This design comes from an exercise in tuning for small area on the open sky130 flow, not from production work. At most, simulation tests tie the RTL to the original design; equivalence was not proved. Power and IR drop assume default switching activity.

Design Tempreture, start of the top module:
module Tempreture(clk,rst,ds_in,ds_out,ds_oe,led,cs,key1,key2,key3,key_p,key_i,key_d,static_p1,static_p2,work_status,show_flag_wire,heater_status,fan_status,heater_control,loopfin);
Size: roughly 1500 cells after synthesis, about 220 flip-flops.
clock: 25.0 ns
lec_check: 0
abc_area: 0
cap_margin: 20
core_margin: 2
core_utilization: 75
place_density: 0.85
slew_margin: 20
standard.sh (not shown) runs the stock make flow with config.mk's settings and CLKGATE_MAP_FILE= SYNTH_SCRIPT=/design/flow/synth_recipe.tcl, a recipe that flattens the netlist after the stock synthesis.
==> flow/flow/run.sh <==
#!/bin/bash
# The standard layout (bash standard.sh: ORFS from the standard synthesis to
# finish) with two changes made through ORFS's own variables:
# - port buffers are the smallest buffer (buf_1) instead of the one ORFS picks;
# - clock tree synthesis inserts no dummy loads.
set -euo pipefail
export BUFFER_PORTS_ARGS="-buffer_cell sky130_fd_sc_hd__buf_1"
export CTS_ARGS="-sink_clustering_enable -repair_clock_nets -dont_use_dummy_load -sink_clustering_size 8 -sink_clustering_max_diameter 50 -buf_list sky130_fd_sc_hd__clkbuf_4"
bash standard.sh > standard_flow.log 2>&1
Then changed:
--- a/flow/config.mk
+++ b/flow/config.mk
@@ -11,2 +11,2 @@
-export CORE_UTILIZATION = 75
-export PLACE_DENSITY = 0.85
+export CORE_UTILIZATION = 60
+export PLACE_DENSITY = 0.7
Effect: The new run finished clean. Cell area goes up by 0.49%. Via count fell by 2.2%. Non-clock buffer count went down by 2. Area after synthesis does not change. Cell count rises by 3.3%. Sequential share of layout area decreases by 0.18 points. First-iteration DRC count came out lower by 2.0%.

---

Another version of the RTL of Tempreture (not shown whole).
For scale: about 1,400 cells after synthesis, about 240 flip-flops, roughly 45 I/O pins, about 15,000 um2 of cells after synthesis.
Design Tempreture, start of the top module:
module Tempreture(clk,rst,ds_in,ds_out,ds_oe,led,cs,key1,key2,key3,key_p,key_i,key_d,static_p1,static_p2,work_status,show_flag_wire,heater_status,fan_status,heater_control,loopfin);
clock: 25.0 ns
lec_check: 0
abc_area: 0
cap_margin: 20
core_margin: 2
core_utilization: 60
place_density: 0.7
slew_margin: 20
Scripts as last shown in full above: flow/flow/run.sh
Edit:
--- a/flow/flow/run.sh
+++ b/flow/flow/run.sh
@@ -7,3 +7,3 @@
 export BUFFER_PORTS_ARGS="-buffer_cell sky130_fd_sc_hd__buf_1"
-export CTS_ARGS="-sink_clustering_enable -repair_clock_nets -dont_use_dummy_load -sink_clustering_size 8 -sink_clustering_max_diameter 50 -buf_list sky130_fd_sc_hd__clkbuf_4"
+export CTS_ARGS="-sink_clustering_enable -repair_clock_nets -dont_use_dummy_load -sink_clustering_size 16 -sink_clustering_max_diameter 60 -buf_list sky130_fd_sc_hd__clkbuf_8"
 bash standard.sh > standard_flow.log 2>&1
Effect: The changed run completed without violations. Critical path depth stays the same. Synthesized cell count does not change. Synthesized area stays the same. Die area does not change. Hold slack gets worse by 0.013 ns. Wire length fell by 0.96%. Via count fell by 0.32%. Sequential power hardly moves. Sequential cell count is unchanged.

---

Tempreture, a different RTL version from the one above (not shown whole).
Size: ~45 I/O pins, about 15000 um2 of cells after synthesis.
clock: 25.0 ns
lec_check: 0
abc_area: 1
cap_margin: 20
core_margin: 2
core_utilization: 60
cts_buf_list: sky130_fd_sc_hd__clkbuf_4
cts_cluster_diameter: 50
cts_cluster_size: 8
place_density: 0.7
slew_margin: 20
run.sh (not shown) runs the stock make flow with config.mk's settings and CLKGATE_MAP_FILE= SYNTH_SCRIPT=/design/flow/synth_recipe.tcl, a recipe that flattens the netlist after the stock synthesis.
Stock flow here: none of the scripts above is used.
Then changed:
--- a/flow/config.mk
+++ b/flow/config.mk
@@ -10,7 +10,7 @@
 export CORE_MARGIN = 2
 export CORE_UTILIZATION = 60
-export CTS_BUF_LIST = sky130_fd_sc_hd__clkbuf_4
-export CTS_CLUSTER_DIAMETER = 50
-export CTS_CLUSTER_SIZE = 8
+export CTS_BUF_LIST = sky130_fd_sc_hd__clkbuf_16
+export CTS_CLUSTER_DIAMETER = 80
+export CTS_CLUSTER_SIZE = 20
 export PLACE_DENSITY = 0.7
 export SLEW_MARGIN = 20
Outcome: The new run went through all stages and came out clean. Sequential cell count stays the same. Sequential share of layout area grows by 0.11 points. Final area hardly moves. Synthesized area does not change. Worst setup slack degrades by 0.054 ns. Routed wire length went down by 0.84%. Core utilization is lower by 0.19 points.
Function was not checked in any run of this note: the RTL went through the layout flow alone.

---

run C:
Tempreture, a different RTL version from the one above (not shown whole).
For scale: roughly 1,500 cells after synthesis, roughly 250 flip-flops, about 45 I/O pins, ~0.015 mm2 of cells after synthesis.
// Tempreture
module Tempreture(clk,rst,ds_in,ds_out,ds_oe,led,cs,key1,key2,key3,key_p,key_i,key_d,static_p1,static_p2,work_status,show_flag_wire,heater_status,fan_status,heater_control,loopfin);
input		key1,key2,key3,key_p,key_i,key_d;
input		rst;
input		clk;
input		ds_in;
output	ds_out;
output	ds_oe;
output	[3:0]cs;
output	[7:0]led;
output   [7:0]static_p1;
output   [7:0]static_p2;
output   work_status;
output   show_flag_wire;
output   heater_status;
output   fan_status;
output  heater_control;
output loopfin;
wire [3:0]us_cnt;
wire us_half;
wire tick_1us;
wire tick_1ms;
wire [11:0]temp_data;
wire [3:0]dw_h, dw_t, dw_u;
wire [1:0]flash_flag_wire;
wire rise1, rise2, rise3;
wire post_1ms;
wire [7:0]hl4;
wire [6:0]PID_SEL;
wire [6:0]D_PARA;
wire [1:0]pid_show_wire;
wire loopfin_rise = loopfin && us_half && (us_cnt==4'd0);
clk_1us U1(
			.clk(clk),
			.rst(rst),
			.cnt(us_cnt),
			.half(us_half),
			.tick(tick_1us)
			);
clk_1ms U2(
			.clk(clk),
			.rst(rst),
			.p23(us_half && (us_cnt==4'd11)),
			.p0(!us_half && (us_cnt==4'd0)),
			.tick(tick_1ms),
			.post(post_1ms)
			);
ds18b20_test U3(
				.clk(clk),
				.rst(rst),
				.ce(tick_1us),
				.ds_in(ds_in),
				.ds_out(ds_out),
				.ds_oe(ds_oe),
				.data(temp_data),
				.Flag_CmdSET(loopfin)
				);
  ...
==> flow/config.mk <==
export PLATFORM = sky130hd
export DESIGN_NAME = Tempreture
export DESIGN_NICKNAME = Tempreture
export VERILOG_FILES = /design/flow/design.v
export SDC_FILE = /design/flow/constraint.sdc
export NUM_CORES = 4
export LEC_CHECK = 0
export ABC_AREA = 0
export CAP_MARGIN = 20
export CORE_MARGIN = 2
export CORE_UTILIZATION = 60
export PLACE_DENSITY = 0.7
export SLEW_MARGIN = 20
==> flow/constraint.sdc <==
create_clock -name core_clock -period 25.0 [get_ports {clk}]
set_input_delay 5.0000 -clock core_clock [delete_from_list [all_inputs] [get_ports {clk}]]
set_output_delay 5.0000 -clock core_clock [all_outputs]
set_load 0.01 [all_outputs]
standard.sh (not shown) runs the stock make flow with config.mk's settings and CLKGATE_MAP_FILE= SYNTH_SCRIPT=/design/flow/synth_recipe.tcl, a recipe that flattens the netlist after the stock synthesis.
==> flow/flow/run.sh <==
#!/bin/bash
# The standard layout (bash standard.sh: ORFS from the standard synthesis to
# finish) with two changes made through ORFS's own variables:
# - port buffers are the smallest buffer (buf_1) instead of the one ORFS picks;
# - clock tree synthesis inserts no dummy loads.
set -euo pipefail
export BUFFER_PORTS_ARGS="-buffer_cell sky130_fd_sc_hd__buf_1"
export CTS_ARGS="-sink_clustering_enable -repair_clock_nets -dont_use_dummy_load -sink_clustering_size 8 -sink_clustering_max_diameter 50 -buf_list sky130_fd_sc_hd__clkbuf_4"
bash standard.sh > standard_flow.log 2>&1
Every stage of the flow completed for run C, and the final layout passed the timing, DRC and antenna checks.
Relative to run C, the following input files were edited for run E:
Settings: a change of ABC_AREA from 0 to 1.
==> run summary <==
Per the final summary, run E finished and its layout is clean on timing, DRC and antenna.
Summary of run E over run C: sequential element share of the synthesized area now sits lower; register share of the cell area now sits lower.
Run E — basic-gate share of the synthesized area counting and, or, nand and nor cells 3.2 points higher, run C as reference
Summary of run E over run C: post-layout worst setup margin went up; final instance area now sits higher; area growth from synthesis to final layout increased 0.58 points.
Re later-pin clock latency in the skew report: run E and run C aren't equal, and the lower value belongs to run C.

-- static timing again, ports no longer ideal --
In the flow no input, the clock included, has a driving cell. The finished layouts below were timed again as built, in two steps.
Step 1, drivers: a clkbuf_16 drives clk and a buf_2 each remaining input, both assumed.
Step 2 adds t to the input delays and takes it off the output delays; t is the mean of the earliest and latest rising clock arrival at the registers after step 1. Input paths then give back, and output paths get back, about the clock's delay inside the block.
Slacks: ideal / step 1 / step 2; pairs: ideal / step 1.
run	shift t [ns]	setup slack, ns	hold slack, ns	worst slew at a driven data input, ns
the first run of note 1	0.650	16.501 / 16.501 / 16.501	0.418 / 0.418 / 0.418	0.05
the second run of note 1	0.658	16.718 / 16.718 / 16.718	0.437 / 0.437 / 0.437	0.03
the first run of note 2	0.663	16.550 / 16.550 / 16.550	0.423 / 0.423 / 0.423	0.04
the second run of note 2	0.585	16.559 / 16.559 / 16.559	0.410 / 0.410 / 0.410	0.03
the first run of note 3	0.668	16.107 / 16.107 / 16.107	0.432 / 0.432 / 0.432	0.04
the second run of note 3	0.540	16.053 / 16.053 / 16.053	0.433 / 0.433 / 0.433	0.04
run C	0.651	15.835 / 15.835 / 15.835	0.434 / 0.434 / 0.434	0.03
run E	0.669	16.187 / 16.187 / 16.187	0.424 / 0.424 / 0.424	0.03
After both steps setup and hold are still met in every run listed.
